From an optimization exercise on the open Yosys and OpenROAD flow, aimed at small area, a short achievable clock period and few clock cycles; shortcuts taken in it are not production practice. RTL that was checked went through simulation tests only; none was proved equivalent to the original. For runs 2 to 5, only the layout was checked, not whether the RTL still works. Power figures rest on the tool's default switching activity, not on a simulated workload.

<file path="design/flow/constraint.sdc">
create_clock -name core_clock -period 10.0 [get_ports {clk}]
set_input_delay 2.0000 -clock core_clock [delete_from_list [all_inputs] [get_ports {clk}]]
set_output_delay 2.0000 -clock core_clock [all_outputs]
set_load 0.01 [all_outputs]
</file>
<file path="design/flow/design.v">
module MF(
	clk,
	rst_n,
	invalid,
	image_in,
	outvalid,
	image_out
);
input				clk,rst_n,invalid;
input 		[7:0]	image_in;
output	reg 		outvalid;
output	reg [7:0]	image_out;
reg			act;
reg [3:0]	row;
reg [3:0]	col;
reg			hc0, hb, hv;	 
wire last = (row == 4'd11);
wire row1_next = act & ((row == 4'd0 & col == 4'd9) | (row == 4'd1 & col != 4'd9));
always @(posedge clk or negedge rst_n) begin
	if (!rst_n) begin
		act <= 1'b0; row <= 4'd0; col <= 4'd0;
	end else if (act & !last) begin
		col <= (col == 4'd9) ? 4'd0 : col + 4'd1;
		row <= (col == 4'd9) ? row + 4'd1 : row;
	end else if (invalid) begin
		act <= 1'b1; row <= 4'd0; col <= 4'd0;
	end else begin
		act <= 1'b0;
	end
end
always @(posedge clk or negedge rst_n) begin
	if (!rst_n) begin
		hc0 <= 1'b0; hb <= 1'b0; hv <= 1'b0; outvalid <= 1'b0;
	end else begin
		hc0 <= (col == 4'd0);
		hb  <= (col <= 4'd1) | (row == 4'd1) | (row == 4'd10);
		hv  <= act & ((row >= 4'd2) | (row == 4'd1 & col != 4'd0));
		outvalid <= hv;
	end
end
reg [7:0]	in_r;
reg [7:0]	lb [1:20];
integer i;
always @(posedge clk) begin
	in_r <= invalid ? image_in : 8'd0;
	lb[1] <= in_r;
	for (i = 2; i <= 19; i = i + 1) lb[i] <= lb[i-1];
	lb[20] <= row1_next ? 8'd0 : lb[19];
end
wire [7:0] a = in_r, b = lb[10], c = lb[20];
wire ab = a >= b, ac = a >= c, bc = b >= c;
wire [7:0] vmax = (ab & ac) ? a : (!ab & bc) ? b : c;
wire [7:0] vmin = (!ab & !ac) ? a : (ab & !bc) ? b : c;
reg [7:0] vx, vn;		 
reg [7:0] lx, ln;		 
reg [7:0] px, pn;		 
always @(posedge clk) begin
	vx <= vmax;
	vn <= vmin;
end
wire [7:0] mx = (hc0 | px >= vx) ? px : vx;
wire [7:0] mn = hb ? 8'd0 : (pn <= vn) ? pn : vn;
wire [8:0] sum = {1'b0, mx} + {1'b0, mn};
always @(posedge clk) begin
	lx <= vx;
	ln <= vn;
	px <= (hc0 | vx >= lx) ? vx : lx;
	pn <= (vn <= ln) ? vn : ln;
	image_out <= sum[8:1];
end
endmodule
</file>
<file path="design/flow/config.mk">
export PLATFORM = sky130hd
export DESIGN_NAME = MF
export DESIGN_NICKNAME = MF
export VERILOG_FILES = /design/flow/design.v
export SDC_FILE = /design/flow/constraint.sdc
export NUM_CORES = 4
export LEC_CHECK = 0
export CAP_MARGIN = 20
export CORE_MARGIN = 2
export CORE_UTILIZATION = 40
export SLEW_MARGIN = 20
</file>
<file path="design/flow/run.sh">
#!/bin/bash
# synth_recipe.tcl (not shown) runs the flow's synth.tcl, then flattens the netlist and writes it again
# the make line also repeats each setting of config.mk as NAME=value (left out here)
make -C /OpenROAD-flow-scripts/flow DESIGN_CONFIG=/design/flow/config.mk WORK_HOME=/design/flow/orfs CLKGATE_MAP_FILE= SYNTH_SCRIPT=/design/flow/synth_recipe.tcl finish
</file>
==> impl_metrics.prom, run 1 <==
# TYPE chip_impl_metric gauge
chip_impl_info{name="worstSetupEndpointType",value="flop"} 1
chip_impl_metric{name="worst_skew_pair.late_latency",unit="ns"} 0.52
chip_impl_metric{name="grt_max_degree",unit=""} 16
chip_impl_metric{name="crit_fanout",unit=""} 14
chip_impl_metric{name="cts_setup_buffers",unit=""} 0
chip_impl_metric{name="path_clk_slew",unit="ns"} 0.06
chip_impl_metric{name="cp.depth",unit=""} 16
chip_impl_metric{name="routabilityCongestion",unit=""} 0.815
chip_impl_metric{name="max_slew.worst_pin.slew",unit="ns"} 1.00
chip_impl_metric{name="vdd_drop_max",unit="V"} 0.000145
chip_impl_metric{name="antenna-diode-count",unit=""} 0
chip_impl_metric{name="finish.utilization",unit="%"} 48.2
chip_impl_metric{name="drt_first_pass_iters",unit=""} 4
chip_impl_info{name="cpLargestDelayFamily",value="compound AO/OA/AOI/OAI gates"} 1
chip_impl_metric{name="finalNetCount",unit=""} 761
chip_impl_metric{name="postCtsHoldBufs",unit=""} 0
chip_impl_metric{name="global_route.overflow_total",unit=""} 0
chip_impl_metric{name="drt-initial-drc-count",unit=""} 151
chip_impl_metric{name="ys_async_sr_fraction",unit="%"} 5.49
chip_impl_metric{name="first_global_vias",unit=""} 4493
chip_impl_metric{name="cts.sinks",unit=""} 237
chip_impl_metric{name="dp_hpwl",unit="mm"} 8.78
chip_impl_metric{name="p_switching",unit="uW"} 910
chip_impl_metric{name="worst_ep_arrival_time",unit="ns"} 4.20
chip_impl_metric{name="count_of_fill_cells_added_during_filler_insertion",unit=""} 1644
chip_impl_metric{name="clkPwrFrac",unit="%"} 30.8
chip_impl_metric{name="timing.max_slew.rel_slack",unit="%"} 33.2
chip_impl_metric{name="pwr-share-comb",unit="%"} 28.5
chip_impl_metric{name="first_pass_grt_wire_length",unit="mm"} 20.9
chip_impl_info{name="critPathLaunch",value="vn[1]"} 1
chip_impl_metric{name="cts_resized",unit=""} 0
chip_impl_info{name="worstReg2RegStart",value="vn[1]"} 1
chip_impl_metric{name="worst_path_largest_cell_delay",unit="ns"} 0.79
chip_impl_metric{name="final_max_slew_viol_count",unit=""} 0
chip_impl_info{name="synth_top_cells_by_count",value="sky130_fd_sc_hd__dfxtp_1 (224), sky130_fd_sc_hd__ha_1 (71), sky130_fd_sc_hd__inv_1 (61)"} 1
chip_impl_metric{name="post_drt_wl_per_cell",unit="um"} 12.7
chip_impl_metric{name="floorplan.die.height",unit="um"} 143
chip_impl_info{name="critical_path_class",value="flop to flop"} 1
chip_impl_metric{name="grt_usage",unit="%"} 12.6
chip_impl_metric{name="ys_ff_latch",unit=""} 237
chip_impl_metric{name="cellLeakagePower",unit="nW"} 3.99
chip_impl_metric{name="cts_made_buffers",unit=""} 24
chip_impl_metric{name="timing.max_cap.violations",unit=""} 0
chip_impl_metric{name="fmaxAchievable",unit="MHz"} 266
chip_impl_metric{name="hold_ws",unit="ns"} 0.320
chip_impl_metric{name="cp.required",unit="ns"} 10.45
chip_impl_metric{name="post-layout-total-power",unit="mW"} 2.90
chip_impl_metric{name="crit_buf_inv",unit=""} 1
chip_impl_metric{name="avgViaCountPerCell",unit=""} 4.58
chip_impl_info{name="clock_tree_from_tritoncts",value="done"} 1
chip_impl_metric{name="num_rows",unit=""} 50
chip_impl_metric{name="pwr_density_cell",unit="mW/mm2"} 320
chip_impl_metric{name="initial_core_util",unit="%"} 41.1
chip_impl_metric{name="postSynthCellCount",unit=""} 638
chip_impl_metric{name="die_x",unit="um"} 143
chip_impl_metric{name="library_cells_used_by_synthesis",unit=""} 54
chip_impl_metric{name="placed_area",unit="mm2"} 0.00822
chip_impl_info{name="min_from",value="lb[16][4]"} 1
chip_impl_info{name="critical_path.most_common_cell",value="sky130_fd_sc_hd__a21oi_1"} 1
chip_impl_metric{name="setup_viol",unit=""} 0
chip_impl_info{name="grt_setup_unrepaired",value="no"} 1
chip_impl_metric{name="synth-simple-area-share",unit="%"} 7.47
chip_impl_metric{name="adder_cell_area_share_of_the_yosys_netlist",unit="%"} 11.7
chip_impl_metric{name="antenna_found_initial",unit=""} 0
chip_impl_metric{name="timing.final.crit_share",unit="%"} 37.5
chip_impl_metric{name="port-buffer-count",unit=""} 19
chip_impl_metric{name="core_region_area",unit="mm2"} 0.0188
chip_impl_metric{name="synthXorXnorAreaFrac",unit="%"} 0.566
chip_impl_metric{name="fin_tns_setup",unit="ns"} 0
chip_impl_info{name="cts.root.buffer_cell",value="sky130_fd_sc_hd__clkbuf_16"} 1
chip_impl_metric{name="synth.yosys.seq_area_share",unit="%"} 62.2
chip_impl_info{name="terminus_of_the_critical_flop_to_flop_path",value="image_out[7]"} 1
chip_impl_metric{name="synth.net_count",unit=""} 721
chip_impl_metric{name="power.switching_fraction",unit="%"} 31.3
chip_impl_metric{name="dieArea",unit="mm2"} 0.0205
chip_impl_metric{name="number_of_enable_flip_flop_cells_after_synthesis",unit=""} 0
chip_impl_metric{name="areaGrowthSynthToFinish",unit="%"} 17.2
chip_impl_info{name="crit_slowest_cell",value="sky130_fd_sc_hd__o22ai_1"} 1
chip_impl_metric{name="drcViolationCount",unit=""} 0
chip_impl_metric{name="post_route_cells_drive_above_1_share",unit="%"} 9.34
chip_impl_metric{name="cts-root-to-sink-buffers",unit=""} 3
chip_impl_metric{name="drt_wl_total",unit="mm"} 12.1
chip_impl_metric{name="power.share.sequential",unit="%"} 40.6
chip_impl_info{name="cp-endpoint",value="image_out[7]"} 1
chip_impl_info{name="combinational_family_with_the_most_area_after_synthesis",value="adder cells"} 1
chip_impl_info{name="outcome",value="finished clean"} 1
chip_impl_info{name="dominantRegCellSynth",value="sky130_fd_sc_hd__dfxtp_1"} 1
chip_impl_metric{name="clock-skew-final",unit="ns"} 0.0181
chip_impl_metric{name="ports_placed_on_the_boundary",unit=""} 20
chip_impl_info{name="hold_path_class",value="flop to flop"} 1
chip_impl_metric{name="cell_internal_pwr",unit="mW"} 1.99
chip_impl_metric{name="total_standard_cell_area_after_synthesis",unit="mm2"} 0.00773
chip_impl_metric{name="finalHoldViolations",unit=""} 0
chip_impl_info{name="critical_path.cell_chain",value="inv_1 > ha_1 > nor2b_1 > o211ai_1 > a21oi_1 > o22ai_1 > a21oi_1 > or2_1 > fa_1 > nor2b_1 > o21ai_1 > nand2b_1 > a21oi_1 > o21bai_1 > a21o_1 > a21o_1"} 1
chip_impl_metric{name="cts_htree_levels",unit=""} 1
chip_impl_metric{name="stdcell_area",unit="mm2"} 0.00907
chip_impl_info{name="timing.critical_path.from_type",value="flop"} 1
chip_impl_metric{name="timing.reg2reg.worst_path_depth",unit=""} 16
chip_impl_metric{name="synth.area.mux_share",unit="%"} 6.00
chip_impl_info{name="synth_top_area_cell",value="sky130_fd_sc_hd__dfxtp_1"} 1
chip_impl_metric{name="rrSetupSlack",unit="ns"} 6.25
chip_impl_metric{name="post-route-min-period",unit="ns"} 3.75
chip_impl_metric{name="drt.antenna.violating_nets",unit=""} 0
chip_impl_metric{name="synth-compound-area-share",unit="%"} 8.74
chip_impl_metric{name="synthesis.yosys.warnings",unit=""} 2
chip_impl_metric{name="yosys.area.top_type_share",unit="%"} 58.0
chip_impl_info{name="synth_top_cells_by_area",value="sky130_fd_sc_hd__dfxtp_1 (58%), sky130_fd_sc_hd__ha_1 (11%), sky130_fd_sc_hd__mux2i_1 (4.4%)"} 1
chip_impl_info{name="post-synth-top-count-cell",value="sky130_fd_sc_hd__dfxtp_1"} 1
chip_impl_metric{name="synth_area_per_cell",unit="um2"} 12.1
chip_impl_metric{name="dr_vias",unit=""} 4378
[power by group through the flow]
stage	clock, mW	sequential [mW]	combinational (mW)
floorplan	0	1.18	0.640
global placement	0	1.19	0.795
detailed placement	0	1.20	0.827
CTS	0.922	1.18	0.833
global route	0.962	1.20	0.941
finish	0.895	1.18	0.828
[final cells by class]
type / instances / area [um2] / area share, %
Clock buffer: 32 / 712 / 7.85
Clock inverter: 12 / 131 / 1.45
Inverter: 61 / 229 / 2.53
Multi-Input combinational cell: 335 / 2670 / 29.4
Sequential cell: 237 / 4810 / 53.0
Tap cell: 260 / 325 / 3.59
Timing Repair Buffer: 19 / 190 / 2.10
[per-stage QoR]
| step | setup WS [ns] | instances |
|---|---|---|
| 2_1_floorplan | 6.87 | 638 |
| 3_3_place_gp | 6.49 | 912 |
| 3_5_place_dp | 6.28 | 912 |
| 4_1_cts | 6.28 | 956 |
| 5_1_grt | 5.89 | 956 |
| 6_report | 6.25 | 956 |
[state kept, by name, indices dropped and copies added, names as in the netlist, 4 cells and up]
signal	count
in_r	8
lx	8
ln	8
vn	8
col	4
lb	160
pn	8
px	8
row	4
vx	8
image_out	8
[logic make-up after synthesis]
family / count (synthesis)
adder cells (fa/ha/maj): 72
buffers and inverters: 66
AO/OA/AOI/OAI: 103
multiplexers: 45
AND/OR/NAND/NOR: 110
flip-flops: 237
XOR/XNOR: 5
[cells in the final DEF (no fill, tap or decap), types with 3 or more instances in the layout]
cell type / netlist / routed
sky130_fd_sc_hd__nand3_1: 11 / 11
sky130_fd_sc_hd__clkinv_4: 0 / 4
sky130_fd_sc_hd__mux2i_1: 34 / 34
sky130_fd_sc_hd__xor2_1: 3 / 3
sky130_fd_sc_hd__a21o_1: 9 / 9
sky130_fd_sc_hd__a211oi_1: 3 / 3
sky130_fd_sc_hd__dfxtp_1: 224 / 224
sky130_fd_sc_hd__nand4_1: 3 / 3
sky130_fd_sc_hd__ha_1: 71 / 71
sky130_fd_sc_hd__o211ai_1: 3 / 3
sky130_fd_sc_hd__mux2_1: 4 / 4
sky130_fd_sc_hd__inv_1: 61 / 61
sky130_fd_sc_hd__nand2b_1: 8 / 8
sky130_fd_sc_hd__or2_1: 3 / 3
sky130_fd_sc_hd__clkinv_2: 0 / 4
sky130_fd_sc_hd__clkdlybuf4s50_1: 0 / 19
sky130_fd_sc_hd__o21ai_1: 23 / 23
sky130_fd_sc_hd__o21ai_0: 13 / 13
sky130_fd_sc_hd__dfrtp_1: 13 / 13
sky130_fd_sc_hd__nand2_1: 24 / 24
sky130_fd_sc_hd__clkbuf_8: 0 / 6
sky130_fd_sc_hd__mux2_2: 7 / 7
sky130_fd_sc_hd__nor2b_1: 12 / 12
sky130_fd_sc_hd__and2_1: 10 / 10
sky130_fd_sc_hd__nor2_1: 26 / 26
sky130_fd_sc_hd__o21a_1: 6 / 6
sky130_fd_sc_hd__a21oi_1: 25 / 25
sky130_fd_sc_hd__clkbuf_16: 0 / 25
[worst register-to-register path, delay by kind of cell (launching register included)]
kind                       cells  cell delay (ns)
buffers and inverters          1             0.08
DFF                            1             0.35
AOI/OAI and AO/OA              9             1.87
and+or+nand+nor                4             0.67
adders and majority gates      2             0.74
[worst min path at each step]
| stage | cells past startpoint | slack (ns) | end |
|---|---|---|---|
| 6_report | 0 | 0.32 | lb[17][4] |
| 5_1_grt | 0 | 0.33 | lb[8][1] |
| 4_1_cts | 0 | 0.31 | lb[17][4] |
| 3_3_place_gp | 0 | 0.31 | lb[14][1] |
| 2_1_floorplan | 0 | 0.31 | lb[10][0] |
| 3_5_place_dp | 0 | 0.31 | lb[19][1] |
[routing by layer]
metal | vias to the layer above | wire length [um] | share of wire, % | GRT usage, %
met3 | 24 | 385 | 3.2 | 2.45
met4 | 0 | 300 | 2.5 | 4.48
li1 | 2242 | - | - | -
met5 | - | 0 | 0 | 0
met1 | 2029 | 5910 | 49 | 16.6
met2 | 83 | 5520 | 46 | 20.6
Testbench counts, summed over its fixed seeds: cycles 14,464.
==> run 2, diff against run 1 <==
--- a/design/flow/design.v
+++ b/design/flow/design.v
@@ -14,5 +14,5 @@
 reg [3:0]	row;
 reg [3:0]	col;
-reg			hc0, hb, hv;	 
+reg			hb, hv;		 
 wire last = (row == 4'd11);
 wire row1_next = act & ((row == 4'd0 & col == 4'd9) | (row == 4'd1 & col != 4'd9));
@@ -31,7 +31,6 @@
 always @(posedge clk or negedge rst_n) begin
 	if (!rst_n) begin
-		hc0 <= 1'b0; hb <= 1'b0; hv <= 1'b0; outvalid <= 1'b0;
+		hb <= 1'b0; hv <= 1'b0; outvalid <= 1'b0;
 	end else begin
-		hc0 <= (col == 4'd0);
 		hb  <= (col <= 4'd1) | (row == 4'd1) | (row == 4'd10);
 		hv  <= act & ((row >= 4'd2) | (row == 4'd1 & col != 4'd0));
@@ -52,20 +51,22 @@
 wire [7:0] vmax = (ab & ac) ? a : (!ab & bc) ? b : c;
 wire [7:0] vmin = (!ab & !ac) ? a : (ab & !bc) ? b : c;
-reg [7:0] vx, vn;		 
-reg [7:0] lx, ln;		 
-reg [7:0] px, pn;		 
+reg [7:0] x0, x1, x2;	 
+reg [7:0] n0, n1, n2;	 
+reg       psx, hx, psn, hn;
+wire       psx_d = (x0 >= x1) | (col == 4'd1);	 
+wire [7:0] px = psx_d ? x0 : x1;
+wire       hx_d = (vmax > px) & (col != 4'd0);	 
+wire       psn_d = (n0 <= n1);
+wire [7:0] pn = psn_d ? n0 : n1;
+wire       hn_d = (vmin < pn);
 always @(posedge clk) begin
-	vx <= vmax;
-	vn <= vmin;
+	x0 <= vmax; x1 <= x0; x2 <= x1;
+	n0 <= vmin; n1 <= n0; n2 <= n1;
+	psx <= psx_d; hx <= hx_d;
+	psn <= psn_d; hn <= hn_d;
 end
-wire [7:0] mx = (hc0 | px >= vx) ? px : vx;
-wire [7:0] mn = hb ? 8'd0 : (pn <= vn) ? pn : vn;
+wire [7:0] mx = hx ? x0 : psx ? x1 : x2;
+wire [7:0] mn = hb ? 8'd0 : hn ? n0 : psn ? n1 : n2;
 wire [8:0] sum = {1'b0, mx} + {1'b0, mn};
-always @(posedge clk) begin
-	lx <= vx;
-	ln <= vn;
-	px <= (hc0 | vx >= lx) ? vx : lx;
-	pn <= (vn <= ln) ? vn : ln;
-	image_out <= sum[8:1];
-end
+always @(posedge clk) image_out <= sum[8:1];
 endmodule
==> design/flow/flow/run.sh (new file) <==
#!/bin/bash
set -euo pipefail
bash standard.sh SETUP_SLACK_MARGIN=7.2 finish > orfs_flow.log 2>&1
==> design/flow/standard.sh (new file) <==
#!/bin/bash
# synth_recipe.tcl (not shown) runs the flow's synth.tcl, then flattens the netlist and writes it again
# the make line also repeats each setting of config.mk as NAME=value (left out here)
make -C /OpenROAD-flow-scripts/flow DESIGN_CONFIG=/design/flow/config.mk WORK_HOME=/design/flow/orfs CLKGATE_MAP_FILE= SYNTH_SCRIPT=/design/flow/synth_recipe.tcl "${@:-finish}"
removed: design/flow/run.sh
==> run 2 against run 1 <==
Compared with the run above:
- design area rose by 8.7%
- register-to-register slack improved by 0.76 ns
- wire length rose by 18%
- clock-buffer cell count fell by 2
- flip-flop and latch count rose by 3
- worst setup slack improved by 0.76 ns
- combinational power fell by 51%
- die area rose by 0.97%
- first-iteration DRC count rose by 15%
- synthesized cell count rose by 3.1%
- sequential share of layout area fell by 3.1 points
==> impl_metrics.prom, run 2 <==
# TYPE chip_impl_metric gauge
chip_impl_metric{name="post-layout-total-power",unit="mW"} 2.48
chip_impl_metric{name="antenna-diode-count",unit=""} 0
chip_impl_metric{name="path_clk_slew",unit="ns"} 0.06
chip_impl_metric{name="post_route_cells_drive_above_1_share",unit="%"} 22.2
chip_impl_metric{name="postSynthCellCount",unit=""} 658
chip_impl_metric{name="drcViolationCount",unit=""} 0
chip_impl_metric{name="core_region_area",unit="mm2"} 0.0193
chip_impl_metric{name="routabilityCongestion",unit=""} 0.813
chip_impl_metric{name="finalNetCount",unit=""} 808
chip_impl_metric{name="antenna_found_initial",unit=""} 0
chip_impl_metric{name="yosys.area.top_type_share",unit="%"} 58.4
chip_impl_metric{name="library_cells_used_by_synthesis",unit=""} 52
chip_impl_metric{name="drt_wl_total",unit="mm"} 14.3
chip_impl_info{name="terminus_of_the_critical_flop_to_flop_path",value="hn"} 1
chip_impl_metric{name="cp.required",unit="ns"} 8.00
chip_impl_metric{name="initial_core_util",unit="%"} 40.4
chip_impl_metric{name="timing.reg2reg.worst_path_depth",unit=""} 13
chip_impl_metric{name="global_route.overflow_total",unit=""} 0
chip_impl_metric{name="crit_buf_inv",unit=""} 1
chip_impl_info{name="critical_path_class",value="flop to output pin"} 1
chip_impl_metric{name="avgViaCountPerCell",unit=""} 4.73
chip_impl_metric{name="synthesis.yosys.warnings",unit=""} 2
chip_impl_metric{name="timing.max_cap.violations",unit=""} 0
chip_impl_metric{name="number_of_enable_flip_flop_cells_after_synthesis",unit=""} 0
chip_impl_metric{name="drt_first_pass_iters",unit=""} 4
chip_impl_metric{name="number_of_flip_flops_under_the_largest_register_name",unit=""} 160
chip_impl_metric{name="timing.max_slew.rel_slack",unit="%"} 32.7
chip_impl_metric{name="grt_usage",unit="%"} 14.1
chip_impl_metric{name="cellLeakagePower",unit="nW"} 4.27
chip_impl_metric{name="ys_async_sr_fraction",unit="%"} 5.00
chip_impl_metric{name="num_rows",unit=""} 51
chip_impl_metric{name="cts-root-to-sink-buffers",unit=""} 3
chip_impl_metric{name="first_pass_grt_wire_length",unit="mm"} 23.1
chip_impl_metric{name="die_x",unit="um"} 144
chip_impl_info{name="worstSetupEndpointType",value="output pin"} 1
chip_impl_metric{name="port-buffer-count",unit=""} 19
chip_impl_metric{name="cts_made_buffers",unit=""} 24
chip_impl_info{name="grt_setup_unrepaired",value="yes"} 1
chip_impl_metric{name="final-instance-count-excl-fill",unit=""} 1009
chip_impl_metric{name="grt_max_degree",unit=""} 18
chip_impl_metric{name="areaGrowthSynthToFinish",unit="%"} 26.2
chip_impl_metric{name="ports_placed_on_the_boundary",unit=""} 20
chip_impl_metric{name="final_max_slew_viol_count",unit=""} 0
chip_impl_info{name="cp-endpoint",value="outvalid"} 1
chip_impl_metric{name="worst_skew_pair.late_latency",unit="ns"} 0.51
chip_impl_metric{name="place_inst",unit=""} 932
chip_impl_metric{name="rrSetupSlack",unit="ns"} 7.01
chip_impl_metric{name="post_drt_wl_per_cell",unit="um"} 14.2
chip_impl_metric{name="fin_tns_setup",unit="ns"} 0
chip_impl_metric{name="floorplan.die.height",unit="um"} 144
chip_impl_metric{name="worst_ep_arrival_time",unit="ns"} 0.99
chip_impl_info{name="dominantRegCellSynth",value="sky130_fd_sc_hd__dfxtp_1"} 1
chip_impl_metric{name="first_global_vias",unit=""} 4806
chip_impl_info{name="post-synth-top-count-cell",value="sky130_fd_sc_hd__dfxtp_1"} 1
chip_impl_metric{name="drt-initial-drc-count",unit=""} 174
chip_impl_info{name="cpLargestDelayFamily",value="flip-flops"} 1
chip_impl_metric{name="postCtsHoldBufs",unit=""} 0
chip_impl_metric{name="finalHoldViolations",unit=""} 0
chip_impl_info{name="synth_top_cells_by_count",value="sky130_fd_sc_hd__dfxtp_1 (228), sky130_fd_sc_hd__ha_1 (70), sky130_fd_sc_hd__inv_1 (42)"} 1
chip_impl_metric{name="cp.depth",unit=""} 1
chip_impl_metric{name="dr_vias",unit=""} 4769
chip_impl_metric{name="clock-skew-final",unit="ns"} 0.00935
chip_impl_metric{name="worst_path_largest_cell_delay",unit="ns"} 0.35
chip_impl_metric{name="synth.net_count",unit=""} 740
chip_impl_metric{name="multiInputGateArea",unit="mm2"} 0.00311
chip_impl_metric{name="total_standard_cell_area_after_synthesis",unit="mm2"} 0.00781
chip_impl_info{name="clock_tree_from_tritoncts",value="done"} 1
chip_impl_metric{name="ys_ff_latch",unit=""} 240
chip_impl_metric{name="pwr_density_cell",unit="mW/mm2"} 251
chip_impl_info{name="critical_path.cell_chain",value="buf_2"} 1
chip_impl_info{name="critPathLaunch",value="outvalid"} 1
chip_impl_info{name="max_flop_register",value="lb"} 1
chip_impl_metric{name="dieArea",unit="mm2"} 0.0207
chip_impl_info{name="most_common_library_cell_in_the_layout_ignoring_fill_and_taps",value="sky130_fd_sc_hd__dfxtp_1"} 1
chip_impl_info{name="cts.root.buffer_cell",value="sky130_fd_sc_hd__clkbuf_16"} 1
chip_impl_metric{name="fmaxAchievable",unit="MHz"} 334
chip_impl_metric{name="finish.utilization",unit="%"} 51.0
chip_impl_info{name="synth_top_cells_by_area",value="sky130_fd_sc_hd__dfxtp_1 (58%), sky130_fd_sc_hd__ha_1 (11%), sky130_fd_sc_hd__mux2i_1 (5.3%)"} 1
chip_impl_info{name="final_cell_mix",value="sky130_fd_sc_hd__dfxtp_1 (208), sky130_fd_sc_hd__ha_1 (59), sky130_fd_sc_hd__mux2i_1 (37)"} 1
chip_impl_info{name="synth_top_area_cell",value="sky130_fd_sc_hd__dfxtp_1"} 1
chip_impl_info{name="timing.critical_path.from_type",value="flop"} 1
chip_impl_metric{name="count_of_fill_cells_added_during_filler_insertion",unit=""} 1639
chip_impl_metric{name="cts_htree_levels",unit=""} 1
chip_impl_metric{name="max_slew.worst_pin.slew",unit="ns"} 1.01
chip_impl_info{name="outcome",value="finished clean"} 1
chip_impl_metric{name="drt.antenna.violating_nets",unit=""} 0
chip_impl_info{name="crit_slowest_cell",value="sky130_fd_sc_hd__dfrtp_1"} 1
chip_impl_metric{name="dp_hpwl",unit="mm"} 9.47
chip_impl_metric{name="post-route-min-period",unit="ns"} 2.99
chip_impl_info{name="hold_path_class",value="flop to flop"} 1
chip_impl_metric{name="synth_area_per_cell",unit="um2"} 11.9
chip_impl_info{name="worstReg2RegStart",value="lb[20][6]"} 1
chip_impl_metric{name="cts.sinks",unit=""} 240
chip_impl_metric{name="hold_ws",unit="ns"} 0.320
chip_impl_metric{name="vdd_drop_max",unit="V"} 0.000183
chip_impl_metric{name="crit_fanout",unit=""} 1
chip_impl_metric{name="setup_viol",unit=""} 0
chip_impl_metric{name="synth.yosys.seq_area_share",unit="%"} 62.3
chip_impl_metric{name="final-seq-area",unit="mm2"} 0.00492
chip_impl_metric{name="timing.final.crit_share",unit="%"} 29.9
## run 2: changes by cell type in the layout (fill, tap and decap cells not counted), moves of 8 or more
cell | before | now
sky130_fd_sc_hd__dfxtp_1 | 224 | 208
sky130_fd_sc_hd__dfxtp_2 | 0 | 8
sky130_fd_sc_hd__buf_4 | 0 | 24
sky130_fd_sc_hd__clkdlybuf4s50_1 | 19 | 9
sky130_fd_sc_hd__ha_4 | 0 | 10
sky130_fd_sc_hd__inv_1 | 61 | 36
sky130_fd_sc_hd__nor2_1 | 26 | 36
sky130_fd_sc_hd__o21ai_0 | 13 | 25
sky130_fd_sc_hd__buf_2 | 0 | 9
sky130_fd_sc_hd__dfxtp_4 | 0 | 12
sky130_fd_sc_hd__a21oi_2 | 2 | 11
sky130_fd_sc_hd__o21ai_1 | 23 | 4
sky130_fd_sc_hd__ha_1 | 71 | 59
## run 2: final cells by class
type / count / share of cell area, %
Sequential cell: 240 / 49.9
Multi-Input combinational cell: 366 / 31.6
Clock buffer: 30 / 6.74
Timing Repair Buffer: 52 / 4.67
Tap cell: 265 / 3.36
Clock inverter: 14 / 2.11
Inverter: 42 / 1.62
## run 2: logic make-up after synthesis
kind of cell | share of synthesized area (%)
buffers and inverters | 2.58
AND/OR/NAND/NOR | 8.68
flip-flops | 62.3
XOR/XNOR | 0.561
AO/OA/AOI/OAI | 8.86
adder cells (fa/ha/maj) | 11.5
multiplexers | 5.59
## run 2: worst min-delay path by stage
stage                    from         to  slack [ns]  cells after the start
floorplan            lb[9][4]  lb[10][4]        0.31                      0
global placement     lb[9][6]  lb[10][6]        0.31                      0
detailed placement  lb[18][3]  lb[19][3]        0.31                      0
CTS                  lb[6][5]   lb[7][5]        0.32                      0
global route         lb[6][5]   lb[7][5]        0.31                      0
finish               lb[3][6]   lb[4][6]        0.32                      0
## run 2: through the flow
| step | instance area (um2) | setup WS [ns] |
|---|---|---|
| finish | 9860 | 7.01 |
| global route | 9860 | 6.89 |
| CTS | 9540 | 6.98 |
| detailed placement | 8320 | 6.56 |
| global placement | 8320 | 6.69 |
| floorplan | 7840 | 7.20 |
## run 2: power breakdown
group	switching (mW)	internal (mW)
clock network	0.355	0.602
logic	0.202	0.204
registers	0.0690	1.04
total	0.626	1.85
## run 2: timing repair
item,4_1_cts,5_1_grt
gates resized for setup,91,45
cloned,0,1
endpoints found under the setup margin,15,15
setup buffers,18,14
pin swaps,22,24
## run 2: metal layers
metal	track usage, %	up-vias	part of all wire (%)
met1	17.3	2248	45
met4	5.31	0	2.4
met3	3.10	29	4.2
li1	-	2395	-
met5	0	-	0
met2	24.1	97	48
==> run 3, diff against run 2 <==
--- a/design/flow/config.mk
+++ b/design/flow/config.mk
@@ -8,4 +8,7 @@
 export CAP_MARGIN = 20
 export CORE_MARGIN = 2
-export CORE_UTILIZATION = 40
+export CORE_UTILIZATION = 65
+export CTS_BUF_LIST = sky130_fd_sc_hd__clkbuf_16
+export CTS_CLUSTER_DIAMETER = 60
+export CTS_CLUSTER_SIZE = 24
 export SLEW_MARGIN = 20
==> run 3 against run 2 <==
Compared with the run above:
- wire length is 0.20% lower
- highest routed layer unchanged
- synthesized area is the same
- non-clock buffer count up 7
- design area shrank 6.5%
- still clean
==> impl_metrics.prom, run 3 <==
# TYPE chip_impl_metric gauge
chip_impl_metric{name="areaGrowthSynthToFinish",unit="%"} 17.9
chip_impl_metric{name="cts_htree_levels",unit=""} 1
chip_impl_metric{name="ys_ff_latch",unit=""} 240
chip_impl_metric{name="clkPwrFrac",unit="%"} 27.8
chip_impl_metric{name="global_route.overflow_total",unit=""} 0
chip_impl_metric{name="timing.final.crit_share",unit="%"} 30.2
chip_impl_metric{name="dp_hpwl",unit="mm"} 8.98
chip_impl_info{name="min_from",value="lb[5][3]"} 1
chip_impl_metric{name="first_pass_grt_wire_length",unit="mm"} 22.5
chip_impl_metric{name="synth.net_count",unit=""} 740
chip_impl_info{name="cts.root.buffer_cell",value="sky130_fd_sc_hd__clkbuf_16"} 1
chip_impl_metric{name="antenna-diode-count",unit=""} 0
chip_impl_metric{name="synth.yosys.seq_area_share",unit="%"} 62.3
chip_impl_metric{name="post-route-min-period",unit="ns"} 3.02
chip_impl_metric{name="setup_ws",unit="ns"} 6.98
chip_impl_metric{name="cts-root-to-sink-buffers",unit=""} 3
chip_impl_metric{name="max_slew.worst_pin.slew",unit="ns"} 0.561
chip_impl_metric{name="cts_made_buffers",unit=""} 15
chip_impl_info{name="worstSetupEndpointType",value="flop"} 1
chip_impl_info{name="synth_top_area_cell",value="sky130_fd_sc_hd__dfxtp_1"} 1
chip_impl_metric{name="avgViaCountPerCell",unit=""} 5.39
chip_impl_metric{name="power.share.sequential",unit="%"} 52.6
chip_impl_metric{name="num_rows",unit=""} 40
chip_impl_metric{name="worst_ep_arrival_time",unit="ns"} 3.40
chip_impl_metric{name="finalHoldViolations",unit=""} 0
chip_impl_info{name="most_common_library_cell_in_the_layout_ignoring_fill_and_taps",value="sky130_fd_sc_hd__dfxtp_1"} 1
chip_impl_metric{name="first_global_vias",unit=""} 4728
chip_impl_metric{name="hold_ws",unit="ns"} 0.320
chip_impl_info{name="synth_top_cells_by_count",value="sky130_fd_sc_hd__dfxtp_1 (228), sky130_fd_sc_hd__ha_1 (70), sky130_fd_sc_hd__inv_1 (42)"} 1
chip_impl_metric{name="synth_area_per_cell",unit="um2"} 11.9
chip_impl_info{name="timing.critical_path.from_type",value="flop"} 1
chip_impl_info{name="grt_setup_unrepaired",value="yes"} 1
chip_impl_metric{name="pwr_density_cell",unit="mW/mm2"} 229
chip_impl_metric{name="dp_worst_setup_slack",unit="ns"} 6.62
chip_impl_info{name="terminus_of_the_critical_flop_to_flop_path",value="hn"} 1
chip_impl_metric{name="ports_placed_on_the_boundary",unit=""} 20
chip_impl_metric{name="number_of_enable_flip_flop_cells_after_synthesis",unit=""} 0
chip_impl_metric{name="cellLeakagePower",unit="nW"} 4.08
chip_impl_metric{name="clock-skew-final",unit="ns"} 0.0131
chip_impl_info{name="critical_path.cell_chain",value="inv_1 > ha_1 > nand2b_4 > a2111oi_4 > o31ai_4 > nor2_2 > buf_6 > nand2_2 > o21ai_2 > ha_1 > a21o_1 > a21o_1 > a21oi_2 > nand2_1 > o31ai_2"} 1
chip_impl_metric{name="routabilityCongestion",unit=""} 0.858
chip_impl_metric{name="ys_async_sr_fraction",unit="%"} 5.00
chip_impl_metric{name="library_cells_used_by_synthesis",unit=""} 52
chip_impl_info{name="crit_slowest_cell",value="sky130_fd_sc_hd__a2111oi_4"} 1
chip_impl_info{name="hold-path-endpoint",value="lb[6][3]"} 1
chip_impl_metric{name="timing.max_cap.violations",unit=""} 0
chip_impl_metric{name="dieArea",unit="mm2"} 0.0129
chip_impl_info{name="critical_path_class",value="flop to flop"} 1
chip_impl_info{name="clock_tree_from_tritoncts",value="done"} 1
chip_impl_metric{name="placed_area",unit="mm2"} 0.00817
chip_impl_metric{name="drt.antenna.violating_nets",unit=""} 0
chip_impl_info{name="final_cell_mix",value="sky130_fd_sc_hd__dfxtp_1 (205), sky130_fd_sc_hd__ha_1 (62), sky130_fd_sc_hd__inv_1 (40)"} 1
chip_impl_metric{name="yosys.area.top_type_share",unit="%"} 58.4
chip_impl_metric{name="die_x",unit="um"} 114
chip_impl_info{name="synth_top_cells_by_area",value="sky130_fd_sc_hd__dfxtp_1 (58%), sky130_fd_sc_hd__ha_1 (11%), sky130_fd_sc_hd__mux2i_1 (5.3%)"} 1
chip_impl_metric{name="core_region_area",unit="mm2"} 0.0119
chip_impl_metric{name="drt_wl_total",unit="mm"} 14.3
chip_impl_metric{name="cp.required",unit="ns"} 10.38
chip_impl_metric{name="number_of_flip_flops_under_the_largest_register_name",unit=""} 160
chip_impl_metric{name="port-buffer-count",unit=""} 19
chip_impl_metric{name="postCtsHoldBufs",unit=""} 0
chip_impl_metric{name="worst_path_largest_cell_delay",unit="ns"} 0.42
chip_impl_metric{name="drt-initial-drc-count",unit=""} 299
chip_impl_info{name="outcome",value="finished clean"} 1
chip_impl_metric{name="postSynthCellCount",unit=""} 658
chip_impl_metric{name="post_drt_wl_per_cell",unit="um"} 16.3
chip_impl_metric{name="antenna_found_initial",unit=""} 0
chip_impl_metric{name="floorplan.die.height",unit="um"} 114
chip_impl_metric{name="total_standard_cell_area_after_synthesis",unit="mm2"} 0.00781
chip_impl_metric{name="grt_max_degree",unit=""} 26
chip_impl_metric{name="fin_tns_setup",unit="ns"} 0
chip_impl_metric{name="post_route_cells_drive_above_1_share",unit="%"} 20.5
chip_impl_metric{name="dr_vias",unit=""} 4725
chip_impl_metric{name="pwr-share-comb",unit="%"} 19.7
chip_impl_metric{name="cts.sinks",unit=""} 240
chip_impl_metric{name="synthesis.yosys.warnings",unit=""} 2
chip_impl_metric{name="power.switching_fraction",unit="%"} 27.4
chip_impl_metric{name="setup_viol",unit=""} 0
chip_impl_metric{name="timing.max_slew.rel_slack",unit="%"} 62.5
chip_impl_metric{name="min_path_cells",unit=""} 0
chip_impl_metric{name="finalNetCount",unit=""} 806
chip_impl_metric{name="drcViolationCount",unit=""} 0
chip_impl_info{name="hold_path_class",value="flop to flop"} 1
chip_impl_info{name="dominantRegCellSynth",value="sky130_fd_sc_hd__dfxtp_1"} 1
chip_impl_metric{name="fmaxAchievable",unit="MHz"} 331
chip_impl_metric{name="final_max_slew_viol_count",unit=""} 0
chip_impl_metric{name="p_switching",unit="uW"} 578
chip_impl_metric{name="path_clk_slew",unit="ns"} 0.09
chip_impl_info{name="max_flop_register",value="lb"} 1
chip_impl_metric{name="initial_core_util",unit="%"} 65.9
chip_impl_metric{name="worst_skew_pair.late_latency",unit="ns"} 0.47
chip_impl_metric{name="rrSetupSlack",unit="ns"} 6.98
chip_impl_metric{name="drt_first_pass_iters",unit=""} 5
chip_impl_info{name="worstReg2RegStart",value="in_r[0]"} 1
chip_impl_info{name="post-synth-top-count-cell",value="sky130_fd_sc_hd__dfxtp_1"} 1
chip_impl_metric{name="crit_fanout",unit=""} 5
chip_impl_metric{name="cell_internal_pwr",unit="mW"} 1.53
chip_impl_metric{name="grt_usage",unit="%"} 21.7
chip_impl_metric{name="post-layout-total-power",unit="mW"} 2.11
chip_impl_metric{name="vdd_drop_max",unit="V"} 0.000202
chip_impl_metric{name="timing.reg2reg.worst_path_depth",unit=""} 15
chip_impl_metric{name="stdcell_area",unit="mm2"} 0.00921
==> run 3: cell counts after synthesis <==
Identical to the previous run, type by type.
==> run 3: area by class of cell <==
cell class | count | area [um2]
clock inverters | 8 | 63.8
inverters | 42 | 158
flip-flops and latches | 240 | 4920
well taps | 147 | 184
clock buffers | 15 | 375
multi-input cells | 366 | 3050
fillers | 720 | 2650
repair buffers | 59 | 460
==> run 3: timing repair <==
item	4_1_cts	5_1_grt
pin swaps	27	26
gates cloned	0	1
buffers inserted	27	11
endpoints found under the setup margin	15	11
resized for setup	84	46
==> run 3: worst max-delay path by stage <==
stage	from	end	slack, ns	cells past startpoint
finish	in_r[0]	hn	6.98	15
global route	lb[20][1]	hn	6.86	14
CTS	outvalid	outvalid	7.03	1
detailed placement	invalid	col[3]	6.62	5
global placement	invalid	col[2]	6.71	5
floorplan	lb[10][4]	hx	7.20	14
==> run 3: cells by family after synthesis <==
kind of cell | count (synthesis) | synth area share, %
adder cells (fa/ha/maj) | 71 | 11.5
AND/OR/NAND/NOR | 136 | 8.68
buffers and inverters | 52 | 2.58
multiplexers | 43 | 5.59
XOR/XNOR | 5 | 0.561
AO/OA/AOI/OAI | 111 | 8.86
flip-flops | 240 | 62.3
==> run 3: metal layers <==
layer  share of wire [%]  routed length, um  global-route usage (%)
met3                 4.0                576                    3.56
met1                  46               6510                    28.9
met2                  46               6560                    35.4
met4                 4.3                616                    9.59
met5                   0                  0                       0
==> run 3: worst max-delay path, delay by kind of cell (launching register included) <==
family                     cells  cell delay [ns]
and+or+nand+nor                4             0.47
AOI/OAI and AO/OA              7             1.37
adders and majority gates      2             0.55
DFF                            1             0.35
buffers and inverters          2             0.19
==> run 3: power groups by stage <==
stage	clock (mW)	sequential (mW)	combinational, mW
after floorplan	0	1.10	0.272
after global placement	0	1.13	0.330
after detailed placement	0	1.14	0.340
after CTS	0.598	1.11	0.372
after global routing	0.636	1.12	0.459
final	0.586	1.11	0.415
==> run 3: through the flow <==
stage	instances	util, %
after floorplan	658	-
after global placement	815	68.9
after detailed placement	815	68.9
after CTS	865	75.5
after global routing	877	77.7
final	877	77.7
==> run 4, diff against run 3 <==
--- a/design/flow/config.mk
+++ b/design/flow/config.mk
@@ -9,6 +9,6 @@
 export CORE_MARGIN = 2
 export CORE_UTILIZATION = 65
-export CTS_BUF_LIST = sky130_fd_sc_hd__clkbuf_16
-export CTS_CLUSTER_DIAMETER = 60
-export CTS_CLUSTER_SIZE = 24
+export CTS_BUF_LIST = sky130_fd_sc_hd__clkbuf_8
+export CTS_CLUSTER_DIAMETER = 50
+export CTS_CLUSTER_SIZE = 16
 export SLEW_MARGIN = 20
==> run 4 against run 3 <==
Compared with the run above:
- die area stayed put
- via count is 3.2% higher
- design area up 1.7%
- synthesized cell count did not move
- register-to-register slack got worse by 0.16 ns
- sequential power hardly changed
- clock power shrank 8.7%
- critical endpoint unchanged
- largest power group unchanged
- highest routed layer unchanged
==> impl_metrics.prom, run 4 <==
# TYPE chip_impl_metric gauge
chip_impl_info{name="outcome",value="finished clean"} 1
chip_impl_metric{name="setup_ws",unit="ns"} 6.82
chip_impl_metric{name="finalNetCount",unit=""} 817
chip_impl_metric{name="cts.sinks",unit=""} 240
chip_impl_info{name="crit_slowest_cell",value="sky130_fd_sc_hd__dfxtp_4"} 1
chip_impl_metric{name="worst_skew_pair.late_latency",unit="ns"} 0.51
chip_impl_metric{name="path_clk_slew",unit="ns"} 0.09
chip_impl_metric{name="finalHoldViolations",unit=""} 0
chip_impl_metric{name="cp.required",unit="ns"} 10.39
chip_impl_info{name="worstSetupEndpointType",value="flop"} 1
chip_impl_metric{name="power.switching_fraction",unit="%"} 28.1
chip_impl_info{name="synth_top_area_cell",value="sky130_fd_sc_hd__dfxtp_1"} 1
chip_impl_metric{name="adder_cell_area_share_of_the_yosys_netlist",unit="%"} 11.5
chip_impl_info{name="globalRoute.busiestLayer",value="met2"} 1
chip_impl_metric{name="ys_async_sr_fraction",unit="%"} 5.00
chip_impl_metric{name="avgViaCountPerCell",unit=""} 5.48
chip_impl_metric{name="post_route_cells_drive_above_1_share",unit="%"} 23.4
chip_impl_metric{name="grt_usage",unit="%"} 22.0
chip_impl_info{name="critical_path_class",value="flop to flop"} 1
chip_impl_info{name="synth_top_cells_by_area",value="sky130_fd_sc_hd__dfxtp_1 (58%), sky130_fd_sc_hd__ha_1 (11%), sky130_fd_sc_hd__mux2i_1 (5.3%)"} 1
chip_impl_metric{name="first_pass_grt_wire_length",unit="mm"} 22.6
chip_impl_info{name="hold_path_class",value="flop to flop"} 1
chip_impl_metric{name="drt_first_pass_iters",unit=""} 5
chip_impl_metric{name="library_cells_used_by_synthesis",unit=""} 52
chip_impl_metric{name="max_slew.worst_pin.slew",unit="ns"} 0.579
chip_impl_metric{name="cell_internal_pwr",unit="mW"} 1.51
chip_impl_metric{name="ys_ff_latch",unit=""} 240
chip_impl_metric{name="met2_usage",unit="%"} 36.5
chip_impl_metric{name="number_of_flip_flops_under_the_largest_register_name",unit=""} 160
chip_impl_metric{name="synth-compound-area-share",unit="%"} 8.86
chip_impl_metric{name="timing.max_cap.violations",unit=""} 0
chip_impl_metric{name="synthesis.yosys.warnings",unit=""} 2
chip_impl_metric{name="clock-skew-final",unit="ns"} 0.0178
chip_impl_metric{name="postSynthCellCount",unit=""} 658
chip_impl_metric{name="drt_wl_total",unit="mm"} 15.6
chip_impl_metric{name="die_x",unit="um"} 114
chip_impl_info{name="synth_top_cells_by_count",value="sky130_fd_sc_hd__dfxtp_1 (228), sky130_fd_sc_hd__ha_1 (70), sky130_fd_sc_hd__inv_1 (42)"} 1
chip_impl_metric{name="drt-initial-drc-count",unit=""} 307
chip_impl_metric{name="areaGrowthSynthToFinish",unit="%"} 19.9
chip_impl_metric{name="drcViolationCount",unit=""} 0
chip_impl_metric{name="fin_tns_setup",unit="ns"} 0
chip_impl_metric{name="antenna_found_initial",unit=""} 0
chip_impl_info{name="combinational_family_with_the_most_area_after_synthesis",value="adder cells"} 1
chip_impl_metric{name="synth.yosys.seq_area_share",unit="%"} 62.3
chip_impl_metric{name="dp_hpwl",unit="mm"} 8.98
chip_impl_metric{name="dieArea",unit="mm2"} 0.0129
chip_impl_metric{name="timing.max_slew.rel_slack",unit="%"} 61.3
chip_impl_info{name="cts.root.buffer_cell",value="sky130_fd_sc_hd__clkbuf_8"} 1
chip_impl_metric{name="final-seq-area",unit="mm2"} 0.00492
chip_impl_metric{name="timing.final.crit_share",unit="%"} 31.8
chip_impl_metric{name="post-layout-total-power",unit="mW"} 2.09
chip_impl_metric{name="pwr_density_cell",unit="mW/mm2"} 224
chip_impl_metric{name="post-route-min-period",unit="ns"} 3.18
chip_impl_metric{name="global_route.overflow_total",unit=""} 0
chip_impl_metric{name="vdd_drop_max",unit="V"} 0.000216
chip_impl_metric{name="crit_buf_inv",unit=""} 3
chip_impl_metric{name="postCtsHoldBufs",unit=""} 0
chip_impl_metric{name="p_switching",unit="uW"} 588
chip_impl_metric{name="count_of_fill_cells_added_during_filler_insertion",unit=""} 736
chip_impl_metric{name="pwr-share-comb",unit="%"} 21.4
chip_impl_metric{name="port-buffer-count",unit=""} 19
chip_impl_metric{name="synth_area_per_cell",unit="um2"} 11.9
chip_impl_metric{name="cts_htree_levels",unit=""} 1
chip_impl_metric{name="ports_placed_on_the_boundary",unit=""} 20
chip_impl_info{name="max_flop_register",value="lb"} 1
chip_impl_metric{name="first_global_vias",unit=""} 4749
chip_impl_metric{name="yosys.area.top_type_share",unit="%"} 58.4
chip_impl_info{name="most_common_library_cell_in_the_layout_ignoring_fill_and_taps",value="sky130_fd_sc_hd__dfxtp_1"} 1
chip_impl_metric{name="post_drt_wl_per_cell",unit="um"} 17.6
chip_impl_metric{name="setup_viol",unit=""} 0
chip_impl_metric{name="total_standard_cell_area_after_synthesis",unit="mm2"} 0.00781
chip_impl_info{name="grt_setup_unrepaired",value="yes"} 1
chip_impl_metric{name="initial_core_util",unit="%"} 65.9
chip_impl_metric{name="cts-root-to-sink-buffers",unit=""} 3
chip_impl_metric{name="cts_made_buffers",unit=""} 20
chip_impl_metric{name="antenna-diode-count",unit=""} 0
chip_impl_info{name="timing.critical_path.from_type",value="flop"} 1
chip_impl_metric{name="floorplan.die.height",unit="um"} 114
chip_impl_metric{name="number_of_enable_flip_flop_cells_after_synthesis",unit=""} 0
chip_impl_metric{name="cellLeakagePower",unit="nW"} 4.12
chip_impl_info{name="critical_path.cell_chain",value="inv_2 > ha_4 > a21oi_1 > o21ai_1 > a21oi_2 > buf_12 > nand2_4 > buf_12 > mux2i_1 > o21ai_1 > ha_1 > a211oi_2 > nor2b_2 > o31ai_2 > o31ai_2"} 1
chip_impl_metric{name="synth.area.mux_share",unit="%"} 5.59
chip_impl_info{name="final_cell_mix",value="sky130_fd_sc_hd__dfxtp_1 (205), sky130_fd_sc_hd__ha_1 (56), sky130_fd_sc_hd__inv_1 (39)"} 1
chip_impl_metric{name="dp_worst_setup_slack",unit="ns"} 6.62
chip_impl_metric{name="num_rows",unit=""} 40
chip_impl_metric{name="drt.antenna.violating_nets",unit=""} 0
chip_impl_metric{name="core_region_area",unit="mm2"} 0.0119
chip_impl_metric{name="worst_path_largest_cell_delay",unit="ns"} 0.38
chip_impl_metric{name="worst_ep_arrival_time",unit="ns"} 3.57
chip_impl_metric{name="clkPwrFrac",unit="%"} 25.6
chip_impl_metric{name="synthXorXnorAreaFrac",unit="%"} 0.561
chip_impl_info{name="post-synth-top-count-cell",value="sky130_fd_sc_hd__dfxtp_1"} 1
chip_impl_metric{name="synth.net_count",unit=""} 740
chip_impl_info{name="dominantRegCellSynth",value="sky130_fd_sc_hd__dfxtp_1"} 1
chip_impl_info{name="cpLargestDelayFamily",value="compound AO/OA/AOI/OAI gates"} 1
chip_impl_info{name="clock_tree_from_tritoncts",value="done"} 1
chip_impl_metric{name="grt_use_met1",unit="%"} 29.0
chip_impl_metric{name="routabilityCongestion",unit=""} 0.858
chip_impl_metric{name="crit_fanout",unit=""} 5
chip_impl_metric{name="grt_use_met3",unit="%"} 3.88
chip_impl_metric{name="synth-simple-area-share",unit="%"} 8.68
chip_impl_metric{name="final_max_slew_viol_count",unit=""} 0
chip_impl_metric{name="multiInputGateArea",unit="mm2"} 0.00317
chip_impl_metric{name="fmaxAchievable",unit="MHz"} 314
chip_impl_metric{name="grt_max_degree",unit=""} 18
chip_impl_metric{name="power.share.sequential",unit="%"} 53.0
chip_impl_metric{name="dr_vias",unit=""} 4874
## run 4: cell counts after synthesis
Identical to the previous run, type by type.
## run 4: cell families after synthesis
group | Yosys count
flops | 240
xor+xnor | 5
fa+ha+maj | 71
compound gates | 111
mux | 43
simple gates | 136
buf+inv | 52
## run 4: metal layers
metal	wire [um]	part of all wire, %
met1	6780	43
met2	7310	47
met3	633	4.1
met4	897	5.7
met5	0	0
## run 4: timing repair
item | in CTS | in global routing
cloned | 0 | 0
gates resized for setup | 102 | 50
setup buffers | 25 | 20
pin swaps | 23 | 27
endpoints found under the setup margin | 15 | 15
endpoints found under the hold margin | 0 | 0
## run 4: metrics by stage
step | instance area (um2) | hold slack, ns | cells | util, %
after CTS | 8980 | 0.316 | 870 | 75.7
after global placement | 8170 | 0.310 | 815 | 68.9
final | 9370 | 0.317 | 890 | 79.0
after global routing | 9370 | 0.316 | 890 | 79.0
after detailed placement | 8170 | 0.312 | 815 | 68.9
after floorplan | 7840 | 0.310 | 658 | -
## run 4: final cells by class
type / count / area share [%]
Clock buffer: 23 / 3.38
Clock inverter: 7 / 0.748
Timing Repair Buffer: 65 / 5.84
Multi-Input combinational cell: 366 / 33.8
Tap cell: 147 / 1.96
Sequential cell: 240 / 52.5
Inverter: 42 / 1.68
## run 4: worst paths after layout
| path | depth (start not counted) | slack [ns] | to | from |
|---|---|---|---|---|
| setup / recovery | 15 | 6.82 | hn | lb[20][5] |
| hold / removal | 0 | 0.32 | lb[16][3] | lb[15][3] |
| setup reg to reg | 15 | 6.82 | hn | lb[20][5] |
| hold reg to reg | 0 | 0.32 | lb[16][3] | lb[15][3] |
| max in group asynchronous | 1 | 7.77 | hv | rst_n |
| min in group asynchronous | 1 | 1.85 | col[3] | rst_n |
## run 4: power groups by stage
stage          Clock [mW]  Sequential [mW]  Combinational (mW)
4_1_cts             0.547             1.11               0.390
6_report            0.535             1.11               0.448
2_1_floorplan           0             1.10               0.272
3_3_place_gp            0             1.13               0.330
5_1_grt             0.585             1.12               0.490
3_5_place_dp            0             1.14               0.340
==> run 5, diff against run 4 <==
--- a/design/flow/design.v
+++ b/design/flow/design.v
@@ -40,22 +40,28 @@
 reg [7:0]	in_r;
 reg [7:0]	lb [1:20];
+reg			ab, ac, bc;
 integer i;
+wire [7:0] a_d = invalid ? image_in : 8'd0;
+wire [7:0] c_d = row1_next ? 8'd0 : lb[19];
 always @(posedge clk) begin
-	in_r <= invalid ? image_in : 8'd0;
+	in_r <= a_d;
 	lb[1] <= in_r;
 	for (i = 2; i <= 19; i = i + 1) lb[i] <= lb[i-1];
-	lb[20] <= row1_next ? 8'd0 : lb[19];
+	lb[20] <= c_d;
+	ab <= invalid ? image_in >= lb[9] : lb[9] == 8'd0;
+	ac <= row1_next | (invalid ? image_in >= lb[19] : lb[19] == 8'd0);
+	bc <= row1_next | lb[9] >= lb[19];
 end
 wire [7:0] a = in_r, b = lb[10], c = lb[20];
-wire ab = a >= b, ac = a >= c, bc = b >= c;
 wire [7:0] vmax = (ab & ac) ? a : (!ab & bc) ? b : c;
 wire [7:0] vmin = (!ab & !ac) ? a : (ab & !bc) ? b : c;
 reg [7:0] x0, x1, x2;	 
 reg [7:0] n0, n1, n2;	 
+reg       gx, gn;		 
 reg       psx, hx, psn, hn;
-wire       psx_d = (x0 >= x1) | (col == 4'd1);	 
+wire       psx_d = gx | (col == 4'd1);	 
 wire [7:0] px = psx_d ? x0 : x1;
 wire       hx_d = (vmax > px) & (col != 4'd0);	 
-wire       psn_d = (n0 <= n1);
+wire       psn_d = gn;
 wire [7:0] pn = psn_d ? n0 : n1;
 wire       hn_d = (vmin < pn);
@@ -63,4 +69,5 @@
 	x0 <= vmax; x1 <= x0; x2 <= x1;
 	n0 <= vmin; n1 <= n0; n2 <= n1;
+	gx <= vmax >= x0; gn <= vmin <= n0;
 	psx <= psx_d; hx <= hx_d;
 	psn <= psn_d; hn <= hn_d;
==> design/flow/flow/run.sh (replaced) <==
#!/bin/bash
set -euo pipefail
bash standard.sh SETUP_SLACK_MARGIN=7.5 finish > orfs_flow.log 2>&1
--- a/design/flow/config.mk
+++ b/design/flow/config.mk
@@ -9,6 +9,6 @@
 export CORE_MARGIN = 2
 export CORE_UTILIZATION = 65
-export CTS_BUF_LIST = sky130_fd_sc_hd__clkbuf_8
-export CTS_CLUSTER_DIAMETER = 50
-export CTS_CLUSTER_SIZE = 16
+export CTS_BUF_LIST = sky130_fd_sc_hd__clkbuf_16
+export CTS_CLUSTER_DIAMETER = 60
+export CTS_CLUSTER_SIZE = 24
 export SLEW_MARGIN = 20
==> run 5 against run 4 <==
Compared with the run above:
- combinational power is 110% higher
- still clean on timing, DRC and antenna
- worst setup slack better by 0.22 ns
- synthesized cell count stayed put
- highest routed layer unchanged
- sequential share of layout area is 3.6 points higher
==> impl_metrics.prom, run 5 <==
# TYPE chip_impl_metric gauge
chip_impl_metric{name="library_cells_used_by_synthesis",unit=""} 49
chip_impl_metric{name="worst_skew_pair.late_latency",unit="ns"} 0.46
chip_impl_metric{name="routabilityCongestion",unit=""} 0.878
chip_impl_metric{name="timing.final.crit_share",unit="%"} 29.6
chip_impl_metric{name="rrSetupSlack",unit="ns"} 7.65
chip_impl_metric{name="max_slew.worst_pin.slew",unit="ns"} 0.632
chip_impl_metric{name="initial_core_util",unit="%"} 66.3
chip_impl_info{name="synth_top_cells_by_count",value="sky130_fd_sc_hd__dfxtp_1 (233), sky130_fd_sc_hd__ha_1 (69), sky130_fd_sc_hd__inv_1 (42)"} 1
chip_impl_metric{name="final_max_slew_viol_count",unit=""} 0
chip_impl_metric{name="areaGrowthSynthToFinish",unit="%"} 12.3
chip_impl_metric{name="dp_hpwl",unit="mm"} 9.80
chip_impl_info{name="hold-path-endpoint",value="lb[16][7]"} 1
chip_impl_metric{name="worst_ep_arrival_time",unit="ns"} 0.96
chip_impl_metric{name="timing.max_cap.violations",unit=""} 0
chip_impl_info{name="terminus_of_the_critical_flop_to_flop_path",value="image_out[5]"} 1
chip_impl_metric{name="number_of_flip_flops_under_the_largest_register_name",unit=""} 160
chip_impl_info{name="clock_tree_from_tritoncts",value="done"} 1
chip_impl_metric{name="setup_viol",unit=""} 0
chip_impl_info{name="worstReg2RegStart",value="psx"} 1
chip_impl_metric{name="met2_usage",unit="%"} 39.3
chip_impl_info{name="synth_top_area_cell",value="sky130_fd_sc_hd__dfxtp_1"} 1
chip_impl_metric{name="synthesis.yosys.warnings",unit=""} 2
chip_impl_metric{name="dr_vias",unit=""} 4627
chip_impl_metric{name="path_clk_slew",unit="ns"} 0.09
chip_impl_metric{name="pwr_density_cell",unit="mW/mm2"} 327
chip_impl_metric{name="grt_max_degree",unit=""} 25
chip_impl_info{name="outcome",value="finished clean"} 1
chip_impl_metric{name="drt_wl_total",unit="mm"} 14.1
chip_impl_info{name="most_common_library_cell_in_the_layout_ignoring_fill_and_taps",value="sky130_fd_sc_hd__dfxtp_1"} 1
chip_impl_info{name="final_cell_mix",value="sky130_fd_sc_hd__dfxtp_1 (226), sky130_fd_sc_hd__ha_1 (63), sky130_fd_sc_hd__inv_1 (41)"} 1
chip_impl_info{name="critical_path_class",value="flop to output pin"} 1
chip_impl_metric{name="min_path_cells",unit=""} 0
chip_impl_metric{name="cts.sinks",unit=""} 245
chip_impl_metric{name="cts_made_buffers",unit=""} 15
chip_impl_metric{name="postCtsHoldBufs",unit=""} 0
chip_impl_metric{name="dieArea",unit="mm2"} 0.0130
chip_impl_info{name="cts.root.buffer_cell",value="sky130_fd_sc_hd__clkbuf_16"} 1
chip_impl_metric{name="drt_first_pass_iters",unit=""} 4
chip_impl_info{name="post-synth-top-count-cell",value="sky130_fd_sc_hd__dfxtp_1"} 1
chip_impl_info{name="max_flop_register",value="lb"} 1
chip_impl_metric{name="grt_use_met3",unit="%"} 2.91
chip_impl_metric{name="avgViaCountPerCell",unit=""} 5.51
chip_impl_metric{name="first_global_vias",unit=""} 4605
chip_impl_metric{name="clock-skew-final",unit="ns"} 0.0162
chip_impl_metric{name="synth.yosys.seq_area_share",unit="%"} 62.9
chip_impl_metric{name="antenna-diode-count",unit=""} 0
chip_impl_metric{name="finalNetCount",unit=""} 769
chip_impl_metric{name="ports_placed_on_the_boundary",unit=""} 20
chip_impl_metric{name="num_rows",unit=""} 40
run 5: changes by cell type after synthesis, moves of 5 or more:
| cell | change |
|---|---|
| sky130_fd_sc_hd__a21oi_1 | -11 |
| sky130_fd_sc_hd__o22ai_1 | +11 |
| sky130_fd_sc_hd__a211oi_1 | +16 |
| sky130_fd_sc_hd__dfxtp_1 | +5 |
| sky130_fd_sc_hd__mux2i_1 | -9 |
| sky130_fd_sc_hd__nand2_1 | -9 |
| sky130_fd_sc_hd__nor2b_1 | +6 |
run 5: kinds of logic (layout without fill, tap and decap cells):
| kind of cell | after synthesis | after routing | synth area share, % |
|---|---|---|---|
| fa+ha+maj | 70 | 70 | 11.2 |
| xor+xnor | 5 | 5 | 0.555 |
| buf+inv | 53 | 87 | 2.60 |
| flops | 245 | 245 | 62.9 |
| mux | 35 | 35 | 4.48 |
| simple gates | 129 | 129 | 8.52 |
| compound gates | 121 | 121 | 9.79 |
run 5: cell type report:
type	count	area [um2]
clock buffers	15	375
well taps	147	184
fillers	798	3040
clock inverters	6	103
inverters	42	174
repair buffers	24	179
flip-flops and latches	245	4980
multi-input cells	360	2870
run 5: repair_timing:
| item | in CTS | in global routing |
|---|---|---|
| resized for setup | 80 | 16 |
| setup buffers | 2 | 3 |
| endpoints found under the setup margin | 33 | 16 |
| pin swaps | 4 | 10 |
| hold endpoints to repair | 0 | 0 |
run 5: how the worst max path moves through the flow:
stage,cells after the start,slack [ns],endpoint,from
2_1_floorplan,7,7.00,ac,image_in[0]
3_3_place_gp,5,6.22,ac,invalid
3_5_place_dp,5,6.10,ac,invalid
4_1_cts,1,7.03,outvalid,outvalid
5_1_grt,1,7.01,outvalid,outvalid
6_report,1,7.04,outvalid,outvalid
run 5: layer usage:
metal	wire (um)	up-vias
li1	-	2331
met1	6520	2215
met2	6920	62
met3	355	19
met4	286	0
met5	0	-
run 5: power breakdown:
part           switching, mW  total [mW]  internal, mW
Clock                  0.307       0.640         0.332
Sequential             0.160        1.33          1.17
Combinational          0.495       0.928         0.433
run 5: metrics by stage:
stage / cell area, um2 / total power, mW / cells / hold slack, ns / worst slack (ns)
floorplan: 7990 / 1.98 / 658 / 0.310 / 7.00
global placement: 8320 / 2.18 / 813 / 0.310 / 6.22
detailed placement: 8320 / 2.23 / 813 / 0.312 / 6.10
CTS: 8800 / 2.89 / 836 / 0.327 / 7.03
global route: 8870 / 3.09 / 839 / 0.332 / 7.01
finish: 8870 / 2.90 / 839 / 0.323 / 7.04

re-timing with driven ports:
The flow's constraints put no driver on any port. The routed layouts listed below were extracted and timed again, unchanged, in two steps. Step 1: set_driving_cell puts a clkbuf_16 on clk and a buf_2 on each other input, an assumption about the parent block. Step 2 moves the port delays by t, midway between the first and last clock arrival at a register: inputs arrive t later, outputs are due t later. That takes back most of the time a late clock gives input paths. a / b / c = ideal / step 1 / step 2; a / b = the first two.
run | t, ns | slack for setup (ns) | worst setup path after step 2
run 1 | 0.552 | 6.247 / 6.247 / 6.247 | register to register
run 2 | 0.546 | 7.006 / 6.964 / 7.008 | register to register
run 3 | 0.502 | 6.979 / 6.979 / 6.979 | register to register
run 4 | 0.536 | 6.820 / 6.820 / 6.820 | register to register
run 5 | 0.496 | 7.042 / 7.002 / 6.707 | input to register
After both steps setup and hold are still met in every run listed. For run 5, which loses most, drivers alone change the setup slack by -0.040 ns; drivers and shift together by -0.335 ns.
